This design comes from an exercise in tuning for small area and a short achievable clock period on the open sky130 flow, not from production work. Only simulation tests tie the RTL to the original design; equivalence was not proved.

==> flow/design.v, too long to show whole: its modules and the start of the top module <==
// module instruction_decoder: 14 lines
// module memory: 49 lines
// module alu: 1126 lines
// module top: 42 lines
module top (
    input  logic        clk,
    input  logic        reset,
    input  logic [31:0] instr,
    output logic [31:0] result
);
  // ...
==> flow/run.sh <==
#!/bin/bash
# synth_recipe.tcl (not shown) runs the flow's synth.tcl, then flattens the netlist and writes it again
# the make line also repeats each setting of config.mk as NAME=value (left out here)
make -C /OpenROAD-flow-scripts/flow DESIGN_CONFIG=/design/flow/config.mk WORK_HOME=/design/flow/orfs CLKGATE_MAP_FILE= SYNTH_SCRIPT=/design/flow/synth_recipe.tcl finish
==> flow/config.mk <==
export PLATFORM = sky130hd
export DESIGN_NAME = top
export DESIGN_NICKNAME = top
export VERILOG_FILES = /design/flow/design.v
export SDC_FILE = /design/flow/constraint.sdc
export NUM_CORES = 4
export LEC_CHECK = 0
export CAP_MARGIN = 20
export CORE_MARGIN = 2
export CORE_UTILIZATION = 40
export SLEW_MARGIN = 20
==> flow/constraint.sdc <==
create_clock -name core_clock -period 250.0 [get_ports {clk}]
set_input_delay 50.0000 -clock core_clock [delete_from_list [all_inputs] [get_ports {clk}]]
set_output_delay 50.0000 -clock core_clock [all_outputs]
set_load 0.01 [all_outputs]
==> PnR_summary.wiki, run 1 <==
{| class="wikitable"
! Metric !! Value
|-
| Area-dominant cell class after layout || multi-input gates
|-
| Start-to-end type of the worst setup path || in -> reg
|-
| Multi-input gate share of total cell area || between 50% and 60%
|-
| Most used DFF post-synth || sky130_fd_sc_hd__edfxtp_1
|-
| Critical Path Sink || result[0]$_DFF_PP0_
|-
| Beginning of the worst hold path || u_mem.valid[9]$_DFFE_PP0N_
|-
| Setup crit end kind || flop
|-
| Startpoint class of the critical path || input port
|-
| Combined global-route utilization of all metal layers || 27.38%
|-
| Standard-cell rows || 155
|-
| Data-path buffer share of cell area in the final layout || approximately 2.5%
|-
| R2r endpoint || result[0]$_DFF_PP0_
|-
| Multi-input logic cell count || approximately 5,600
|-
| Vias || around 60,000
|-
| Status || finished clean
|-
| Ratio of cells with drive above 1 in the final layout || 6.603%
|-
| Yosys warning count || 3
|-
| Final-layout setup total negative slack || 0 ns
|-
| Post-CTS repair timing setup buffer count || 0
|-
| Final hold vios || 0
|-
| Clock-pin transition on the worst setup and hold timing paths || around 0.06 ns
|-
| Maximum clock frequency || roughly 8.6 MHz
|-
| Total of max-cap violations || 0
|-
| Transition at the pin with the smallest max-transition slack || around 1.2 ns
|-
| Worst setup slack for register-to-register paths || 183.84 ns
|-
| Area of the die || ~0.18 sq mm
|-
| Dpl ws || roughly 130 ns
|-
| Inverters || around 700
|-
| Min Tclk post-route || 116.28 ns
|-
| Number of detailed-route iterations in the first pass || 9
|-
| Height of the die || 428.8 um
|-
| R2r startpoint || u_mem.valid[6]$_DFFE_PP0N_
|-
| FF+latch count, synth || between 800 and 900
|-
| Number of top-level design ports || 66
|-
| Detailed-routing wirelength on met1 || roughly 100,000 um
|-
| Compound-Gate Fraction of Synth Area || between 20 and 25%
|-
| Met3 wirelength from detailed routing || around 18,000 um
|-
| Final slew viol count || 0
|-
| Adder-cell area share of the yosys netlist || between 20% and 30%
|-
| Type of the tightest min-delay check || reg -> reg
|-
| End-of-flow core utilization || about 44%
|}
==> run 2, diff against run 1 <==
--- a/flow/design.v
+++ b/flow/design.v
@@ -65,29 +65,512 @@
     input  logic        is_bmi,
     input  logic        is_bmr,
     input  logic [11:0] h,
     input  logic [11:0] w,
     input  logic [6:0]  funct7,
     output logic [31:0] y
 );
     logic        neg;
-    logic [16:0] t, t3;
-    logic [31:0] p, w32, bmr, bmi, n;
+    logic [16:0] t3;
+    logic [31:0] bmr, bmi, n;
     logic [10:0] ap;
     logic [22:0] x;
     logic [15:0] d;
     logic        dz;
     assign neg = h[11];
-    assign w32 = {{20{w[11]}}, w};
-    assign t   = {{5{h[11]}}, h} * 17'd25;
-    assign t3  = t + (neg ? 17'd3 : 17'd0);
-    assign p   = (neg ? 32'd42949672 : 32'd0) + {{17{t3[16]}}, t3[16:2]};
-    assign bmr = w32 * 32'd10 + p - {26'd0, funct7[5:0]} * 32'd5
-               + (funct7[6] ? 32'd5 : 32'hFFFFFF5F);
+    logic tm_1;
+    logic tm_2;
+    assign tm_1 = (~h[11]) ^ (~h[8]);
+    assign tm_2 = (~h[11]) & (~h[8]);
+    logic tm_3;
+    logic tm_4;
+    assign tm_3 = (~h[9]) ^ h[7];
+    assign tm_4 = (~h[9]) & h[7];
+    logic tm_5;
+    logic tm_6;
+    assign tm_5 = (~h[10]) ^ h[8];
+    assign tm_6 = (~h[10]) & h[8];
+    logic tm_7;
+    logic tm_8;
+    assign tm_7 = h[3] ^ (~h[0]);
+    assign tm_8 = h[3] & (~h[0]);
+    logic tm_9;
+    logic tm_10;
+    assign tm_9 = h[4] ^ (~h[1]);
+    assign tm_10 = h[4] & (~h[1]);
+    logic tm_11;
+    logic tm_12;
+    assign tm_11 = h[5] ^ (~h[2]) ^ h[0];
+    assign tm_12 = (h[5] & (~h[2])) | (h[0] & (h[5] ^ (~h[2])));
+    logic tm_13;
+    logic tm_14;
+    assign tm_13 = h[6] ^ (~h[3]) ^ h[1];
+    assign tm_14 = (h[6] & (~h[3])) | (h[1] & (h[6] ^ (~h[3])));
+    logic tm_15;
+    logic tm_16;
+    assign tm_15 = h[7] ^ (~h[4]) ^ h[2];
+    assign tm_16 = (h[7] & (~h[4])) | (h[2] & (h[7] ^ (~h[4])));
+    logic tm_17;
+    logic tm_18;
+    assign tm_17 = h[8] ^ (~h[5]) ^ h[3];
+    assign tm_18 = (h[8] & (~h[5])) | (h[3] & (h[8] ^ (~h[5])));
+    logic tm_19;
+    logic tm_20;
+    assign tm_19 = h[9] ^ (~h[6]) ^ h[4];
+    assign tm_20 = (h[9] & (~h[6])) | (h[4] & (h[9] ^ (~h[6])));
+    logic tm_21;
+    logic tm_22;
+    assign tm_21 = h[10] ^ (~h[7]) ^ h[5];
+    assign tm_22 = (h[10] & (~h[7])) | (h[5] & (h[10] ^ (~h[7])));
+    logic tm_23;
+    logic tm_24;
+    assign tm_23 = h[6] ^ 1'b1 ^ tm_1;
+    assign tm_24 = (h[6] & 1'b1) | (tm_1 & (h[6] ^ 1'b1));
+    logic tm_25;
+    logic tm_26;
+    assign tm_25 = 1'b1 ^ tm_2 ^ tm_3;
+    assign tm_26 = (1'b1 & tm_2) | (tm_3 & (1'b1 ^ tm_2));
+    logic tm_27;
+    logic tm_28;
+    assign tm_27 = 1'b1 ^ tm_4 ^ tm_5;
+    assign tm_28 = (1'b1 & tm_4) | (tm_5 & (1'b1 ^ tm_4));
+    logic tm_29;
+    logic tm_30;
+    assign tm_29 = (~(~h[11])) ^ h[9] ^ tm_6;
+    assign tm_30 = ((~(~h[11])) & h[9]) | (tm_6 & ((~(~h[11])) ^ h[9]));
+    logic tm_31;
+    logic tm_32;
+    assign tm_31 = h[10] ^ 1'b1;
+    assign tm_32 = h[10] & 1'b1;
+    logic [16:0] tm_ra, tm_rb, tm_sum;
+    assign tm_ra = {(~h[11]), tm_30, tm_28, tm_26, tm_24, tm_22, tm_20, tm_18, tm_16, tm_14, tm_12, tm_10, tm_8, 1'b1, h[2], h[1], h[0]};
+    assign tm_rb = {tm_32, tm_31, tm_29, tm_27, tm_25, tm_23, tm_21, tm_19, tm_17, tm_15, tm_13, tm_11, tm_9, tm_7, 1'b0, neg, neg};
+    logic tm_33;
+    logic tm_34;
+    assign tm_33 = tm_ra[0] ^ tm_rb[0] ^ 1'b0;
+    assign tm_34 = (tm_ra[0] & tm_rb[0]) | (1'b0 & (tm_ra[0] ^ tm_rb[0]));
+    assign tm_sum[0] = tm_33;
+    logic tm_35;
+    logic tm_36;
+    assign tm_35 = tm_ra[1] ^ tm_rb[1] ^ tm_34;
+    assign tm_36 = (tm_ra[1] & tm_rb[1]) | (tm_34 & (tm_ra[1] ^ tm_rb[1]));
+    assign tm_sum[1] = tm_35;
+    logic tm_37;
+    logic tm_38;
+    assign tm_37 = tm_ra[2] ^ tm_rb[2] ^ tm_36;
+    assign tm_38 = (tm_ra[2] & tm_rb[2]) | (tm_36 & (tm_ra[2] ^ tm_rb[2]));
+    assign tm_sum[2] = tm_37;
+    logic tm_39;
+    logic tm_40;
+    assign tm_39 = tm_ra[3] ^ tm_rb[3] ^ tm_38;
+    assign tm_40 = (tm_ra[3] & tm_rb[3]) | (tm_38 & (tm_ra[3] ^ tm_rb[3]));
+    assign tm_sum[3] = tm_39;
+    logic tm_41;
+    logic tm_42;
+    assign tm_41 = tm_ra[4] ^ tm_rb[4] ^ tm_40;
+    assign tm_42 = (tm_ra[4] & tm_rb[4]) | (tm_40 & (tm_ra[4] ^ tm_rb[4]));
+    assign tm_sum[4] = tm_41;
+    logic tm_43;
+    logic tm_44;
+    assign tm_43 = tm_ra[5] ^ tm_rb[5] ^ tm_42;
+    assign tm_44 = (tm_ra[5] & tm_rb[5]) | (tm_42 & (tm_ra[5] ^ tm_rb[5]));
+    assign tm_sum[5] = tm_43;
+    logic tm_45;
+    logic tm_46;
+    assign tm_45 = tm_ra[6] ^ tm_rb[6] ^ tm_44;
+    assign tm_46 = (tm_ra[6] & tm_rb[6]) | (tm_44 & (tm_ra[6] ^ tm_rb[6]));
+    assign tm_sum[6] = tm_45;
+    logic tm_47;
+    logic tm_48;
+    assign tm_47 = tm_ra[7] ^ tm_rb[7] ^ tm_46;
+    assign tm_48 = (tm_ra[7] & tm_rb[7]) | (tm_46 & (tm_ra[7] ^ tm_rb[7]));
+    assign tm_sum[7] = tm_47;
+    logic tm_49;
+    logic tm_50;
+    assign tm_49 = tm_ra[8] ^ tm_rb[8] ^ tm_48;
+    assign tm_50 = (tm_ra[8] & tm_rb[8]) | (tm_48 & (tm_ra[8] ^ tm_rb[8]));
+    assign tm_sum[8] = tm_49;
+    logic tm_51;
+    logic tm_52;
+    assign tm_51 = tm_ra[9] ^ tm_rb[9] ^ tm_50;
+    assign tm_52 = (tm_ra[9] & tm_rb[9]) | (tm_50 & (tm_ra[9] ^ tm_rb[9]));
+    assign tm_sum[9] = tm_51;
+    logic tm_53;
+    logic tm_54;
+    assign tm_53 = tm_ra[10] ^ tm_rb[10] ^ tm_52;
+    assign tm_54 = (tm_ra[10] & tm_rb[10]) | (tm_52 & (tm_ra[10] ^ tm_rb[10]));
+    assign tm_sum[10] = tm_53;
+    logic tm_55;
+    logic tm_56;
+    assign tm_55 = tm_ra[11] ^ tm_rb[11] ^ tm_54;
+    assign tm_56 = (tm_ra[11] & tm_rb[11]) | (tm_54 & (tm_ra[11] ^ tm_rb[11]));
+    assign tm_sum[11] = tm_55;
+    logic tm_57;
+    logic tm_58;
+    assign tm_57 = tm_ra[12] ^ tm_rb[12] ^ tm_56;
+    assign tm_58 = (tm_ra[12] & tm_rb[12]) | (tm_56 & (tm_ra[12] ^ tm_rb[12]));
+    assign tm_sum[12] = tm_57;
+    logic tm_59;
+    logic tm_60;
+    assign tm_59 = tm_ra[13] ^ tm_rb[13] ^ tm_58;
+    assign tm_60 = (tm_ra[13] & tm_rb[13]) | (tm_58 & (tm_ra[13] ^ tm_rb[13]));
+    assign tm_sum[13] = tm_59;
+    logic tm_61;
+    logic tm_62;
+    assign tm_61 = tm_ra[14] ^ tm_rb[14] ^ tm_60;
+    assign tm_62 = (tm_ra[14] & tm_rb[14]) | (tm_60 & (tm_ra[14] ^ tm_rb[14]));
+    assign tm_sum[14] = tm_61;
+    logic tm_63;
+    logic tm_64;
+    assign tm_63 = tm_ra[15] ^ tm_rb[15] ^ tm_62;
+    assign tm_64 = (tm_ra[15] & tm_rb[15]) | (tm_62 & (tm_ra[15] ^ tm_rb[15]));
+    assign tm_sum[15] = tm_63;
+    assign tm_sum[16] = tm_ra[16] ^ tm_rb[16] ^ tm_64;
+    assign t3 = tm_sum[16:0];
+    logic bm_1;
+    logic bm_2;
+    assign bm_1 = w[4] ^ w[2] ^ t3[7];
+    assign bm_2 = (w[4] & w[2]) | (t3[7] & (w[4] ^ w[2]));
+    logic bm_3;
+    logic bm_4;
+    assign bm_3 = w[1] ^ t3[4] ^ (~funct7[2]);
+    assign bm_4 = (w[1] & t3[4]) | ((~funct7[2]) & (w[1] ^ t3[4]));
+    logic bm_5;
+    logic bm_6;
+    assign bm_5 = w[2] ^ w[0] ^ t3[5];
+    assign bm_6 = (w[2] & w[0]) | (t3[5] & (w[2] ^ w[0]));
+    logic bm_7;
+    logic bm_8;
+    assign bm_7 = neg ^ (~funct7[3]);
+    assign bm_8 = neg & (~funct7[3]);
+    logic bm_9;
+    logic bm_10;
+    assign bm_9 = w[3] ^ w[1] ^ t3[6];
+    assign bm_10 = (w[3] & w[1]) | (t3[6] & (w[3] ^ w[1]));
+    logic bm_11;
+    logic bm_12;
+    assign bm_11 = (~funct7[4]) ^ (~funct7[2]);
+    assign bm_12 = (~funct7[4]) & (~funct7[2]);
+    logic bm_13;
+    logic bm_14;
+    assign bm_13 = neg ^ (~funct7[5]) ^ (~funct7[3]);
+    assign bm_14 = (neg & (~funct7[5])) | ((~funct7[3]) & (neg ^ (~funct7[5])));
+    logic bm_15;
+    logic bm_16;
+    assign bm_15 = funct7[6] ^ 1'b1 ^ bm_1;
+    assign bm_16 = (funct7[6] & 1'b1) | (bm_1 & (funct7[6] ^ 1'b1));
+    logic bm_17;
+    logic bm_18;
+    assign bm_17 = w[5] ^ w[3] ^ t3[8];
+    assign bm_18 = (w[5] & w[3]) | (t3[8] & (w[5] ^ w[3]));
+    logic bm_19;
+    logic bm_20;
+    assign bm_19 = (~funct7[4]) ^ bm_2;
+    assign bm_20 = (~funct7[4]) & bm_2;
+    logic bm_21;
+    logic bm_22;
+    assign bm_21 = w[6] ^ w[4] ^ t3[9];
+    assign bm_22 = (w[6] & w[4]) | (t3[9] & (w[6] ^ w[4]));
+    logic bm_23;
+    logic bm_24;
+    assign bm_23 = (~funct7[5]) ^ funct7[6];
+    assign bm_24 = (~funct7[5]) & funct7[6];
+    logic bm_25;
+    logic bm_26;
+    assign bm_25 = w[7] ^ w[5];
+    assign bm_26 = w[7] & w[5];
+    logic bm_27;
+    logic bm_28;
+    assign bm_27 = w[8] ^ w[6];
+    assign bm_28 = w[8] & w[6];
+    logic bm_29;
+    logic bm_30;
+    assign bm_29 = w[9] ^ w[7] ^ t3[12];
+    assign bm_30 = (w[9] & w[7]) | (t3[12] & (w[9] ^ w[7]));
+    logic bm_31;
+    logic bm_32;
+    assign bm_31 = w[10] ^ w[8] ^ t3[13];
+    assign bm_32 = (w[10] & w[8]) | (t3[13] & (w[10] ^ w[8]));
+    logic bm_33;
+    logic bm_34;
+    assign bm_33 = (~w[11]) ^ w[9];
+    assign bm_34 = (~w[11]) & w[9];
+    logic bm_35;
+    logic bm_36;
+    assign bm_35 = w[0] ^ t3[3];
+    assign bm_36 = w[0] & t3[3];
+    logic bm_37;
+    logic bm_38;
+    assign bm_37 = (~funct7[0]) ^ funct7[6] ^ 1'b1;
+    assign bm_38 = ((~funct7[0]) & funct7[6]) | (1'b1 & ((~funct7[0]) ^ funct7[6]));
+    logic bm_39;
+    logic bm_40;
+    assign bm_39 = (~funct7[1]) ^ bm_4 ^ bm_5;
+    assign bm_40 = ((~funct7[1]) & bm_4) | (bm_5 & ((~funct7[1]) ^ bm_4));
+    logic bm_41;
+    logic bm_42;
+    assign bm_41 = bm_6 ^ bm_8 ^ bm_9;
+    assign bm_42 = (bm_6 & bm_8) | (bm_9 & (bm_6 ^ bm_8));
+    logic bm_43;
+    logic bm_44;
+    assign bm_43 = bm_10 ^ bm_12 ^ bm_13;
+    assign bm_44 = (bm_10 & bm_12) | (bm_13 & (bm_10 ^ bm_12));
+    logic bm_45;
+    logic bm_46;
+    assign bm_45 = bm_14 ^ bm_16 ^ bm_17;
+    assign bm_46 = (bm_14 & bm_16) | (bm_17 & (bm_14 ^ bm_16));
+    logic bm_47;
+    logic bm_48;
+    assign bm_47 = bm_18 ^ bm_20 ^ bm_21;
+    assign bm_48 = (bm_18 & bm_20) | (bm_21 & (bm_18 ^ bm_20));
+    logic bm_49;
+    logic bm_50;
+    assign bm_49 = t3[10] ^ bm_22 ^ bm_24;
+    assign bm_50 = (t3[10] & bm_22) | (bm_24 & (t3[10] ^ bm_22));
+    logic bm_51;
+    logic bm_52;
+    assign bm_51 = t3[11] ^ 1'b1 ^ bm_26;
+    assign bm_52 = (t3[11] & 1'b1) | (bm_26 & (t3[11] ^ 1'b1));
+    logic bm_53;
+    logic bm_54;
+    assign bm_53 = neg ^ 1'b1 ^ bm_28;
+    assign bm_54 = (neg & 1'b1) | (bm_28 & (neg ^ 1'b1));
+    logic bm_55;
+    logic bm_56;
+    assign bm_55 = neg ^ 1'b1 ^ bm_30;
+    assign bm_56 = (neg & 1'b1) | (bm_30 & (neg ^ 1'b1));
+    logic bm_57;
+    logic bm_58;
+    assign bm_57 = t3[14] ^ neg ^ bm_32;
+    assign bm_58 = (t3[14] & neg) | (bm_32 & (t3[14] ^ neg));
+    logic bm_59;
+    logic bm_60;
+    assign bm_59 = w[10] ^ t3[15] ^ 1'b1;
+    assign bm_60 = (w[10] & t3[15]) | (1'b1 & (w[10] ^ t3[15]));
+    logic bm_61;
+    logic bm_62;
+    assign bm_61 = (~w[11]) ^ (~t3[16]) ^ neg;
+    assign bm_62 = ((~w[11]) & (~t3[16])) | (neg & ((~w[11]) ^ (~t3[16])));
+    logic bm_63;
+    logic bm_64;
+    assign bm_63 = (~funct7[1]) ^ funct7[6];
+    assign bm_64 = (~funct7[1]) & funct7[6];
+    logic bm_65;
+    logic bm_66;
+    assign bm_65 = bm_3 ^ bm_36 ^ bm_37;
+    assign bm_66 = (bm_3 & bm_36) | (bm_37 & (bm_3 ^ bm_36));
+    logic bm_67;
+    logic bm_68;
+    assign bm_67 = bm_7 ^ bm_38 ^ bm_39;
+    assign bm_68 = (bm_7 & bm_38) | (bm_39 & (bm_7 ^ bm_38));
+    logic bm_69;
+    logic bm_70;
+    assign bm_69 = bm_11 ^ bm_40 ^ bm_41;
+    assign bm_70 = (bm_11 & bm_40) | (bm_41 & (bm_11 ^ bm_40));
+    logic bm_71;
+    logic bm_72;
+    assign bm_71 = bm_15 ^ bm_42 ^ bm_43;
+    assign bm_72 = (bm_15 & bm_42) | (bm_43 & (bm_15 ^ bm_42));
+    logic bm_73;
+    logic bm_74;
+    assign bm_73 = bm_19 ^ bm_44 ^ bm_45;
+    assign bm_74 = (bm_19 & bm_44) | (bm_45 & (bm_19 ^ bm_44));
+    logic bm_75;
+    logic bm_76;
+    assign bm_75 = bm_23 ^ bm_46 ^ bm_47;
+    assign bm_76 = (bm_23 & bm_46) | (bm_47 & (bm_23 ^ bm_46));
+    logic bm_77;
+    logic bm_78;
+    assign bm_77 = bm_25 ^ bm_48 ^ bm_49;
+    assign bm_78 = (bm_25 & bm_48) | (bm_49 & (bm_25 ^ bm_48));
+    logic bm_79;
+    logic bm_80;
+    assign bm_79 = bm_27 ^ bm_50 ^ bm_51;
+    assign bm_80 = (bm_27 & bm_50) | (bm_51 & (bm_27 ^ bm_50));
+    logic bm_81;
+    logic bm_82;
+    assign bm_81 = bm_29 ^ bm_52 ^ bm_53;
+    assign bm_82 = (bm_29 & bm_52) | (bm_53 & (bm_29 ^ bm_52));
+    logic bm_83;
+    logic bm_84;
+    assign bm_83 = bm_31 ^ bm_54 ^ bm_55;
+    assign bm_84 = (bm_31 & bm_54) | (bm_55 & (bm_31 ^ bm_54));
+    logic bm_85;
+    logic bm_86;
+    assign bm_85 = bm_33 ^ bm_56 ^ bm_57;
+    assign bm_86 = (bm_33 & bm_56) | (bm_57 & (bm_33 ^ bm_56));
+    logic bm_87;
+    logic bm_88;
+    assign bm_87 = bm_34 ^ bm_58 ^ bm_59;
+    assign bm_88 = (bm_34 & bm_58) | (bm_59 & (bm_34 ^ bm_58));
+    logic bm_89;
+    logic bm_90;
+    assign bm_89 = 1'b1 ^ bm_60 ^ bm_61;
+    assign bm_90 = (1'b1 & bm_60) | (bm_61 & (1'b1 ^ bm_60));
+    logic [31:0] bm_ra, bm_rb, bm_sum;
+    assign bm_ra = {1'b1, 1'b1, 1'b1, 1'b1, 1'b1, 1'b1, neg, 1'b1, neg, 1'b1, 1'b1, 1'b1, neg, neg, neg, neg, bm_62, bm_88, bm_86, bm_84, bm_82, bm_80, bm_78, bm_76, bm_74, bm_72, bm_70, bm_68, bm_66, bm_64, bm_35, t3[2]};
+    assign bm_rb = {1'b0, 1'b0, 1'b0, 1'b0, 1'b0, 1'b0, 1'b1, 1'b0, 1'b1, 1'b0, 1'b0, 1'b0, 1'b1, 1'b1, 1'b1, 1'b1, bm_90, bm_89, bm_87, bm_85, bm_83, bm_81, bm_79, bm_77, bm_75, bm_73, bm_71, bm_69, bm_67, bm_65, bm_63, (~funct7[0])};
+    logic bm_91;
+    logic bm_92;
+    assign bm_91 = bm_ra[0] ^ bm_rb[0] ^ 1'b0;
+    assign bm_92 = (bm_ra[0] & bm_rb[0]) | (1'b0 & (bm_ra[0] ^ bm_rb[0]));
+    assign bm_sum[0] = bm_91;
+    logic bm_93;
+    logic bm_94;
+    assign bm_93 = bm_ra[1] ^ bm_rb[1] ^ bm_92;
+    assign bm_94 = (bm_ra[1] & bm_rb[1]) | (bm_92 & (bm_ra[1] ^ bm_rb[1]));
+    assign bm_sum[1] = bm_93;
+    logic bm_95;
+    logic bm_96;
+    assign bm_95 = bm_ra[2] ^ bm_rb[2] ^ bm_94;
+    assign bm_96 = (bm_ra[2] & bm_rb[2]) | (bm_94 & (bm_ra[2] ^ bm_rb[2]));
+    assign bm_sum[2] = bm_95;
+    logic bm_97;
+    logic bm_98;
+    assign bm_97 = bm_ra[3] ^ bm_rb[3] ^ bm_96;
+    assign bm_98 = (bm_ra[3] & bm_rb[3]) | (bm_96 & (bm_ra[3] ^ bm_rb[3]));
+    assign bm_sum[3] = bm_97;
+    logic bm_99;
+    logic bm_100;
+    assign bm_99 = bm_ra[4] ^ bm_rb[4] ^ bm_98;
+    assign bm_100 = (bm_ra[4] & bm_rb[4]) | (bm_98 & (bm_ra[4] ^ bm_rb[4]));
+    assign bm_sum[4] = bm_99;
+    logic bm_101;
+    logic bm_102;
+    assign bm_101 = bm_ra[5] ^ bm_rb[5] ^ bm_100;
+    assign bm_102 = (bm_ra[5] & bm_rb[5]) | (bm_100 & (bm_ra[5] ^ bm_rb[5]));
+    assign bm_sum[5] = bm_101;
+    logic bm_103;
+    logic bm_104;
+    assign bm_103 = bm_ra[6] ^ bm_rb[6] ^ bm_102;
+    assign bm_104 = (bm_ra[6] & bm_rb[6]) | (bm_102 & (bm_ra[6] ^ bm_rb[6]));
+    assign bm_sum[6] = bm_103;
+    logic bm_105;
+    logic bm_106;
+    assign bm_105 = bm_ra[7] ^ bm_rb[7] ^ bm_104;
+    assign bm_106 = (bm_ra[7] & bm_rb[7]) | (bm_104 & (bm_ra[7] ^ bm_rb[7]));
+    assign bm_sum[7] = bm_105;
+    logic bm_107;
+    logic bm_108;
+    assign bm_107 = bm_ra[8] ^ bm_rb[8] ^ bm_106;
+    assign bm_108 = (bm_ra[8] & bm_rb[8]) | (bm_106 & (bm_ra[8] ^ bm_rb[8]));
+    assign bm_sum[8] = bm_107;
+    logic bm_109;
+    logic bm_110;
+    assign bm_109 = bm_ra[9] ^ bm_rb[9] ^ bm_108;
+    assign bm_110 = (bm_ra[9] & bm_rb[9]) | (bm_108 & (bm_ra[9] ^ bm_rb[9]));
+    assign bm_sum[9] = bm_109;
+    logic bm_111;
+    logic bm_112;
+    assign bm_111 = bm_ra[10] ^ bm_rb[10] ^ bm_110;
+    assign bm_112 = (bm_ra[10] & bm_rb[10]) | (bm_110 & (bm_ra[10] ^ bm_rb[10]));
+    assign bm_sum[10] = bm_111;
+    logic bm_113;
+    logic bm_114;
+    assign bm_113 = bm_ra[11] ^ bm_rb[11] ^ bm_112;
+    assign bm_114 = (bm_ra[11] & bm_rb[11]) | (bm_112 & (bm_ra[11] ^ bm_rb[11]));
+    assign bm_sum[11] = bm_113;
+    logic bm_115;
+    logic bm_116;
+    assign bm_115 = bm_ra[12] ^ bm_rb[12] ^ bm_114;
+    assign bm_116 = (bm_ra[12] & bm_rb[12]) | (bm_114 & (bm_ra[12] ^ bm_rb[12]));
+    assign bm_sum[12] = bm_115;
+    logic bm_117;
+    logic bm_118;
+    assign bm_117 = bm_ra[13] ^ bm_rb[13] ^ bm_116;
+    assign bm_118 = (bm_ra[13] & bm_rb[13]) | (bm_116 & (bm_ra[13] ^ bm_rb[13]));
+    assign bm_sum[13] = bm_117;
+    logic bm_119;
+    logic bm_120;
+    assign bm_119 = bm_ra[14] ^ bm_rb[14] ^ bm_118;
+    assign bm_120 = (bm_ra[14] & bm_rb[14]) | (bm_118 & (bm_ra[14] ^ bm_rb[14]));
+    assign bm_sum[14] = bm_119;
+    logic bm_121;
+    logic bm_122;
+    assign bm_121 = bm_ra[15] ^ bm_rb[15] ^ bm_120;
+    assign bm_122 = (bm_ra[15] & bm_rb[15]) | (bm_120 & (bm_ra[15] ^ bm_rb[15]));
+    assign bm_sum[15] = bm_121;
+    logic bm_123;
+    logic bm_124;
+    assign bm_123 = bm_ra[16] ^ bm_rb[16] ^ bm_122;
+    assign bm_124 = (bm_ra[16] & bm_rb[16]) | (bm_122 & (bm_ra[16] ^ bm_rb[16]));
+    assign bm_sum[16] = bm_123;
+    logic bm_125;
+    logic bm_126;
+    assign bm_125 = bm_ra[17] ^ bm_rb[17] ^ bm_124;
+    assign bm_126 = (bm_ra[17] & bm_rb[17]) | (bm_124 & (bm_ra[17] ^ bm_rb[17]));
+    assign bm_sum[17] = bm_125;
+    logic bm_127;
+    logic bm_128;
+    assign bm_127 = bm_ra[18] ^ bm_rb[18] ^ bm_126;
+    assign bm_128 = (bm_ra[18] & bm_rb[18]) | (bm_126 & (bm_ra[18] ^ bm_rb[18]));
+    assign bm_sum[18] = bm_127;
+    logic bm_129;
+    logic bm_130;
+    assign bm_129 = bm_ra[19] ^ bm_rb[19] ^ bm_128;
+    assign bm_130 = (bm_ra[19] & bm_rb[19]) | (bm_128 & (bm_ra[19] ^ bm_rb[19]));
+    assign bm_sum[19] = bm_129;
+    logic bm_131;
+    logic bm_132;
+    assign bm_131 = bm_ra[20] ^ bm_rb[20] ^ bm_130;
+    assign bm_132 = (bm_ra[20] & bm_rb[20]) | (bm_130 & (bm_ra[20] ^ bm_rb[20]));
+    assign bm_sum[20] = bm_131;
+    logic bm_133;
+    logic bm_134;
+    assign bm_133 = bm_ra[21] ^ bm_rb[21] ^ bm_132;
+    assign bm_134 = (bm_ra[21] & bm_rb[21]) | (bm_132 & (bm_ra[21] ^ bm_rb[21]));
+    assign bm_sum[21] = bm_133;
+    logic bm_135;
+    logic bm_136;
+    assign bm_135 = bm_ra[22] ^ bm_rb[22] ^ bm_134;
+    assign bm_136 = (bm_ra[22] & bm_rb[22]) | (bm_134 & (bm_ra[22] ^ bm_rb[22]));
+    assign bm_sum[22] = bm_135;
+    logic bm_137;
+    logic bm_138;
+    assign bm_137 = bm_ra[23] ^ bm_rb[23] ^ bm_136;
+    assign bm_138 = (bm_ra[23] & bm_rb[23]) | (bm_136 & (bm_ra[23] ^ bm_rb[23]));
+    assign bm_sum[23] = bm_137;
+    logic bm_139;
+    logic bm_140;
+    assign bm_139 = bm_ra[24] ^ bm_rb[24] ^ bm_138;
+    assign bm_140 = (bm_ra[24] & bm_rb[24]) | (bm_138 & (bm_ra[24] ^ bm_rb[24]));
+    assign bm_sum[24] = bm_139;
+    logic bm_141;
+    logic bm_142;
+    assign bm_141 = bm_ra[25] ^ bm_rb[25] ^ bm_140;
+    assign bm_142 = (bm_ra[25] & bm_rb[25]) | (bm_140 & (bm_ra[25] ^ bm_rb[25]));
+    assign bm_sum[25] = bm_141;
+    logic bm_143;
+    logic bm_144;
+    assign bm_143 = bm_ra[26] ^ bm_rb[26] ^ bm_142;
+    assign bm_144 = (bm_ra[26] & bm_rb[26]) | (bm_142 & (bm_ra[26] ^ bm_rb[26]));
+    assign bm_sum[26] = bm_143;
+    logic bm_145;
+    logic bm_146;
+    assign bm_145 = bm_ra[27] ^ bm_rb[27] ^ bm_144;
+    assign bm_146 = (bm_ra[27] & bm_rb[27]) | (bm_144 & (bm_ra[27] ^ bm_rb[27]));
+    assign bm_sum[27] = bm_145;
+    logic bm_147;
+    logic bm_148;
+    assign bm_147 = bm_ra[28] ^ bm_rb[28] ^ bm_146;
+    assign bm_148 = (bm_ra[28] & bm_rb[28]) | (bm_146 & (bm_ra[28] ^ bm_rb[28]));
+    assign bm_sum[28] = bm_147;
+    logic bm_149;
+    logic bm_150;
+    assign bm_149 = bm_ra[29] ^ bm_rb[29] ^ bm_148;
+    assign bm_150 = (bm_ra[29] & bm_rb[29]) | (bm_148 & (bm_ra[29] ^ bm_rb[29]));
+    assign bm_sum[29] = bm_149;
+    logic bm_151;
+    logic bm_152;
+    assign bm_151 = bm_ra[30] ^ bm_rb[30] ^ bm_150;
+    assign bm_152 = (bm_ra[30] & bm_rb[30]) | (bm_150 & (bm_ra[30] ^ bm_rb[30]));
+    assign bm_sum[30] = bm_151;
+    assign bm_sum[31] = bm_ra[31] ^ bm_rb[31] ^ bm_152;
+    assign bmr = bm_sum[31:0];
     assign ap  = h[10:0] ^ {11{neg}};
     assign dz  = (~neg & (h < 12'd10)) | (neg & (h > 12'hFF6));   
     logic sq_1;
     logic sq_2;
     assign sq_1 = (ap[0] & ap[9]) ^ (ap[1] & ap[8]);
     assign sq_2 = (ap[0] & ap[9]) & (ap[1] & ap[8]);
     logic sq_3;
     logic sq_4;
@@ -746,16 +1229,17 @@
     logic dv_218;
     assign dv_217 = x[22] ^ 1'b1;
     assign dv_218 = x[22] & 1'b1;
     logic [37:0] dv_ra, dv_rb, dv_sum;
     assign dv_ra = {dv_216, dv_214, dv_212, dv_210, dv_208, dv_206, dv_204, dv_202, dv_200, dv_198, dv_196, dv_194, dv_192, dv_190, dv_188, dv_186, dv_184, dv_182, dv_180, dv_178, dv_176, dv_174, dv_172, dv_170, dv_168, dv_166, dv_164, dv_162, dv_160, dv_158, dv_156, dv_154, (~x[0]), (~x[4]), (~x[3]), (~x[2]), (~x[1]), (~x[0])};
     assign dv_rb = {dv_217, dv_215, dv_213, dv_211, dv_209, dv_207, dv_205, dv_203, dv_201, dv_199, dv_197, dv_195, dv_193, dv_191, dv_189, dv_187, dv_185, dv_183, dv_181, dv_179, dv_177, dv_175, dv_173, dv_171, dv_169, dv_167, dv_165, dv_163, dv_161, dv_159, dv_157, dv_155, dv_153, (~x[1]), (~x[0]), 1'b0, 1'b0, 1'b1};
     assign dv_sum = dv_ra + dv_rb;
     assign d = dv_sum[37:22];
+    assign n[31:25] = {7{w[11]}};   
     logic nm_1;
     logic nm_2;
     assign nm_1 = (~w[11]) ^ (~w[7]);
     assign nm_2 = (~w[11]) & (~w[7]);
     logic nm_3;
     logic nm_4;
     assign nm_3 = (~w[8]) ^ w[5];
     assign nm_4 = (~w[8]) & w[5];
@@ -862,21 +1346,21 @@
     logic nm_55;
     logic nm_56;
     assign nm_55 = (~w[11]) ^ w[9] ^ nm_26;
     assign nm_56 = ((~w[11]) & w[9]) | (nm_26 & ((~w[11]) ^ w[9]));
     logic nm_57;
     logic nm_58;
     assign nm_57 = w[10] ^ 1'b1;
     assign nm_58 = w[10] & 1'b1;
-    logic [31:0] nm_ra, nm_rb, nm_sum;
-    assign nm_ra = {1'b1, 1'b1, 1'b1, 1'b1, 1'b1, 1'b1, 1'b1, (~w[11]), nm_56, nm_54, nm_52, nm_50, nm_48, nm_46, nm_44, nm_42, nm_40, nm_38, nm_36, nm_34, nm_32, nm_30, nm_28, 1'b1, w[3], w[2], w[1], w[0], 1'b0, 1'b0, 1'b0, 1'b0};
-    assign nm_rb = {1'b0, 1'b0, 1'b0, 1'b0, 1'b0, 1'b0, 1'b0, nm_58, nm_57, nm_55, nm_53, nm_51, nm_49, nm_47, nm_45, nm_43, nm_41, nm_39, nm_37, nm_35, nm_33, nm_31, nm_29, nm_27, 1'b0, 1'b0, 1'b0, 1'b0, 1'b0, 1'b0, 1'b0, 1'b0};
+    logic [24:0] nm_ra, nm_rb, nm_sum;
+    assign nm_ra = {(~w[11]), nm_56, nm_54, nm_52, nm_50, nm_48, nm_46, nm_44, nm_42, nm_40, nm_38, nm_36, nm_34, nm_32, nm_30, nm_28, 1'b1, w[3], w[2], w[1], w[0], 1'b0, 1'b0, 1'b0, 1'b0};
+    assign nm_rb = {nm_58, nm_57, nm_55, nm_53, nm_51, nm_49, nm_47, nm_45, nm_43, nm_41, nm_39, nm_37, nm_35, nm_33, nm_31, nm_29, nm_27, 1'b0, 1'b0, 1'b0, 1'b0, 1'b0, 1'b0, 1'b0, 1'b0};
     assign nm_sum = nm_ra + nm_rb;
-    assign n = nm_sum[31:0];
+    assign n[24:0] = nm_sum[24:0];
     logic [31:0] q;
     logic [17:0] d3;
     assign d3 = {2'b0, d} + {1'b0, d, 1'b0};
     logic        hsmall;
     logic [5:0]  tq, tr, qtop, rtop;
     assign hsmall = neg ? (ap < 11'd79) : (ap < 11'd80);
     always @(*) begin
         case ({neg, ap[6:0]})
==> flow/config.mk (replaced) <==
export PLATFORM = sky130hd
export DESIGN_NAME = top
export DESIGN_NICKNAME = top
export VERILOG_FILES = /design/flow/design.v
export SDC_FILE = /design/flow/constraint.sdc
export NUM_CORES = 4
export LEC_CHECK = 0
export ABC_AREA = 1
export CAP_MARGIN = 20
export CORE_MARGIN = 2
export CORE_UTILIZATION = 60
export CTS_BUF_LIST = sky130_fd_sc_hd__clkbuf_8
export PLACE_DENSITY = 0.7
export SLEW_MARGIN = 20
==> PnR_summary.wiki, run 2 <==
{| class="wikitable"
! Metric !! Value
|-
| Status || finished clean
|-
| Slowest stage cell, crit path || sky130_fd_sc_hd__nor2_1
|-
| # port buffers || 65
|-
| Core Box Area || 0.1165 sq mm
|-
| Number of global-route vias before repair || 59,663
|-
| Ratio of cells with drive above 1 in the final layout || 9.554% (+3.0 points)
|-
| 1st-iter DRT viols || slightly above 7,000
|-
| Number of standard cells after synthesis || between 8,000 and 9,000
|-
| Pin count of the biggest net entering global routing || 58
|-
| Worst relative slew slack || roughly a fifth
|-
| Final slew viol count || 0 (unchanged)
|-
| Critical path's largest stage delay || slightly below 0.8 ns
|-
| Worst setup slack for register-to-register paths || 194.14 ns (+10.30 ns)
|-
| Top-count cell post-synth || sky130_fd_sc_hd__nand2_1
|-
| Clock tree from TritonCTS || done
|-
| Number of nets produced by synthesis || between 9,000 and 10,000
|-
| Number of detailed-route iterations in the first pass || 7 (-2)
|-
| Total cell area at the placement stage || 0.07394 sq mm
|-
| End-of-flow core utilization || 65.81% (+21 points)
|-
| Crit path max fanout || 29
|-
| Largest registers || u_mem.rec.hq (384), u_mem.rec.wq (384)
|-
| Most used DFF post-synth || sky130_fd_sc_hd__edfxtp_1
|-
| Leading cell types by count after synthesis || 1,267 x sky130_fd_sc_hd__nand2_1, 1,138 x sky130_fd_sc_hd__inv_1, 768 x sky130_fd_sc_hd__edfxtp_1
|-
| Final weighted congestion of routability-driven global placement || 0.9945
|-
| Final Cell Area || 0.07668 sq mm
|-
| Type of the tightest min-delay check || reg -> reg
|-
| Clock Skew || 0.07357 ns
|-
| Data required time at the worst endpoint || 250.76 ns
|-
| Overall die width || approximately 350 um
|-
| Most used cells in the layout excluding fill and tap cells || 1,265 x sky130_fd_sc_hd__nand2_1, 1,172 x sky130_fd_sc_hd__inv_1, 768 x sky130_fd_sc_hd__edfxtp_1
|-
| Htree depth || 4
|-
| Combined area of all synthesized cells || slightly above 0.07 sq mm
|-
| Layer carrying the most global-route usage || met2
|-
| Initial antenna violation count || 12
|-
| Number of antenna-violating nets in the routed design || 0
|-
| Largest cells by area after synthesis || sky130_fd_sc_hd__edfxtp_1 33%, sky130_fd_sc_hd__ha_1 13%, sky130_fd_sc_hd__nand2_1 6.7%
|-
| GR Overflow Total || 0
|-
| Number of top-level design ports || 66 (unchanged)
|-
| Area of the die || 0.1206 sq mm (-34%)
|-
| Routed WL || about 250,000 um
|-
| Area of the multi-input gates || just over 0.04 sq mm
|-
| Met3 track demand over resource || under 10%
|-
| Met1 layer usage reported by global route || about half
|-
| Number of distinct library cells after synthesis || 90
|-
| Ratio of routed vias to standard cells || between 6 and 7
|-
| Final routed wire length divided by cell count || between 20 and 25 um
|-
| Count of flip-flops with a built-in enable after synthesis || approximately 770
|-
| Total clock buffers created by CTS || 137
|-
| Ys async rst share || between 7 and 8%
|-
| Top-area cell type share of the netlist area || between 30% and 40%
|-
| Standard-cell rows || 125 (-19%)
|-
| Height of the die || 347.2 um (-19%)
|-
| Post-cts gate resize count || 0
|-
| Seq. cell area || 0.02466 sq mm
|-
| Vias || 61,233 (+2.5%)
|-
| Fraction of met2 tracks used by global routing || between 60% and 70%
|-
| DRC viols || 0
|-
| Maximum clock frequency || 9.472 MHz (+10%)
|-
| Layout area overhead || 8.488%
|-
| Combined global-route utilization of all metal layers || 40.55% (+13 points)
|-
| CTS sink count || 832
|-
| Mean Syn Cell Area || roughly 8.8 sq um
|-
| Layout net count || 9,227
|-
| Number of buffers on the longest clock path || 3
|-
| Seq/Total Area, Yosys || between 30% and 40%
|-
| Final hold vios || 0 (unchanged)
|-
| Clock-pin transition on the worst setup and hold timing paths || 0.06 ns (about the same)
|-
| Most common cell after layout, fill and taps aside || sky130_fd_sc_hd__nand2_1
|-
| Cts hold-fix bufs || 0
|-
| Final-layout setup total negative slack || 0 ns (unchanged)
|-
| Setup repair after global routing missed its margin || no
|-
| Library cell appearing most often on the critical path || sky130_fd_sc_hd__a21oi_1
|-
| Post-CTS repair timing setup buffer count || 0 (unchanged)
|-
| Beginning of the worst hold path || u_mem.valid[15]$_DFFE_PP0N_
|-
| Start-to-end type of the worst setup path || in -> reg
|-
| Critical path data arrival time || 106.34 ns
|-
| Min Tclk post-route || 105.58 ns (-10.70 ns)
|-
| Cell taking the most area after synthesis || sky130_fd_sc_hd__edfxtp_1
|-
| Clock insertion delay at the later pin of the skew report || 0.87 ns
|-
| Worst setup path startpoint || instr[16]
|-
| Final number of setup-violating endpoints || 0
|-
| First-pass GRT wire length || ~370,000 um
|-
| Post-route fraction of the period consumed by the critical path || 42.23%
|-
| Root Driver || sky130_fd_sc_hd__clkbuf_8
|-
| Total of max-cap violations || 0 (unchanged)
|-
| HPWL reported at the end of detailed placement || 177,000 um
|-
| FF+latch count, synth || 832 (unchanged)
|-
| Fill cell total of the finished layout || 9,621
|-
| Transition at the pin with the smallest max-transition slack || 1.188 ns (-0.01179 ns)
|-
| R2r startpoint || u_mem.valid[28]$_DFFE_PP0N_
|-
| Initial standard-cell utilization of the core || 60.66%
|-
| Yosys warning count || 3 (unchanged)
|-
| Startpoint class of the critical path || input port
|-
| Setup crit end kind || flop
|}
## run 2: cell types whose count changed in the layout (fill, tap and decap cells not counted), moves of 152 or more
| cell | change |
|---|---|
| sky130_fd_sc_hd__a21o_1 | -194 |
| sky130_fd_sc_hd__xor2_1 | +152 |
| sky130_fd_sc_hd__xnor2_1 | -238 |
| sky130_fd_sc_hd__nand3_1 | +295 |
| sky130_fd_sc_hd__nand2_1 | +846 |
| sky130_fd_sc_hd__inv_1 | +485 |
| sky130_fd_sc_hd__a21oi_1 | +184 |
| sky130_fd_sc_hd__a22oi_1 | -160 |
## run 2: kinds of logic after synthesis
group / after synthesis / synth area share [%]
XOR/XNOR: 392 / 4.895
AO/OA/AOI/OAI: 1816 / 15.75
flip-flops: 832 / 34.90
multiplexers: 6 / 0.08851
AND/OR/NAND/NOR: 2651 / 17.61
buffers and inverters: 1373 / 7.663
adder cells (fa/ha/maj): 956 / 19.10
## run 2: worst paths after layout
path	cells past startpoint	endpoint
setup / recovery	319	result[0]$_DFF_PP0_
hold / removal	2	u_mem.valid[15]$_DFFE_PP0N_
setup reg to reg	318	result[0]$_DFF_PP0_
hold reg to reg	2	u_mem.valid[15]$_DFFE_PP0N_
max in group asynchronous	3	u_mem.valid[22]$_DFFE_PP0N_
min in group asynchronous	2	result[2]$_DFF_PP0_
## run 2: layout make-up
cell class | instances | share of cell area [%]
diodes | 5 | 0.01632
clock buffers | 139 | 2.495
clock inverters | 105 | 0.9660
multi-input cells | 5821 | 53.35
flip-flops and latches | 832 | 32.17
inverters | 1202 | 5.913
repair buffers | 243 | 2.611
well taps | 1524 | 2.487
## run 2: through the flow
stage | std cells | hold slack [ns] | worst slack (ns)
floorplan | 8026 | 0.4676 | 152.49
global placement | 9619 | 0.5000 | 146.02
detailed placement | 9620 | 0.5104 | 144.72
CTS | 9864 | 0.5235 | 145.47
global route | 9868 | 0.5378 | 138.45
finish | 9871 | 0.5289 | 144.42
## run 2: per-layer routing
metal  share of wire [%]  vias to the layer above
li1                    -                    28126
met4                 6.5                       14
met3                  10                      809
met5               0.038                        -
met2                  45                     3255
met1                  38                    29029
## run 2: critical path: cells and delay by family
| family | cells | cell delay [ns] |
|---|---|---|
| mux | 3 | 1.25 |
| compound gates | 136 | 23.13 |
| xor+xnor | 2 | 0.57 |
| buf+inv | 40 | 7.02 |
| fa+ha+maj | 23 | 8.48 |
| simple gates | 115 | 15.76 |

## re-timing with driven ports
In the flow no input, the clock included, has a driving cell. The finished layouts below were timed again as built, in two steps. Step 1, drivers: a clkbuf_16 drives clk and a buf_2 each remaining input, both assumed. Step 2 adds t to the input delays and takes it off the output delays; t is the mean of the earliest and latest rising clock arrival at the registers after step 1. Input paths then give back, and output paths get back, about the clock's delay inside the block. Three values: ideal, step 1, step 2; two values: the first two.
| run | shift t [ns] | setup WS [ns] | worst setup path at the end |
|---|---|---|---|
| run 1 | 0.785 | 133.719 / 133.753 / 132.967 | input to register |
| run 2 | 0.920 | 144.423 / 144.453 / 143.533 | input to register |
After both steps setup and hold are still met in every run listed. For run 2, which loses most, drivers alone change the setup slack by +0.030 ns; drivers and shift together by -0.890 ns.
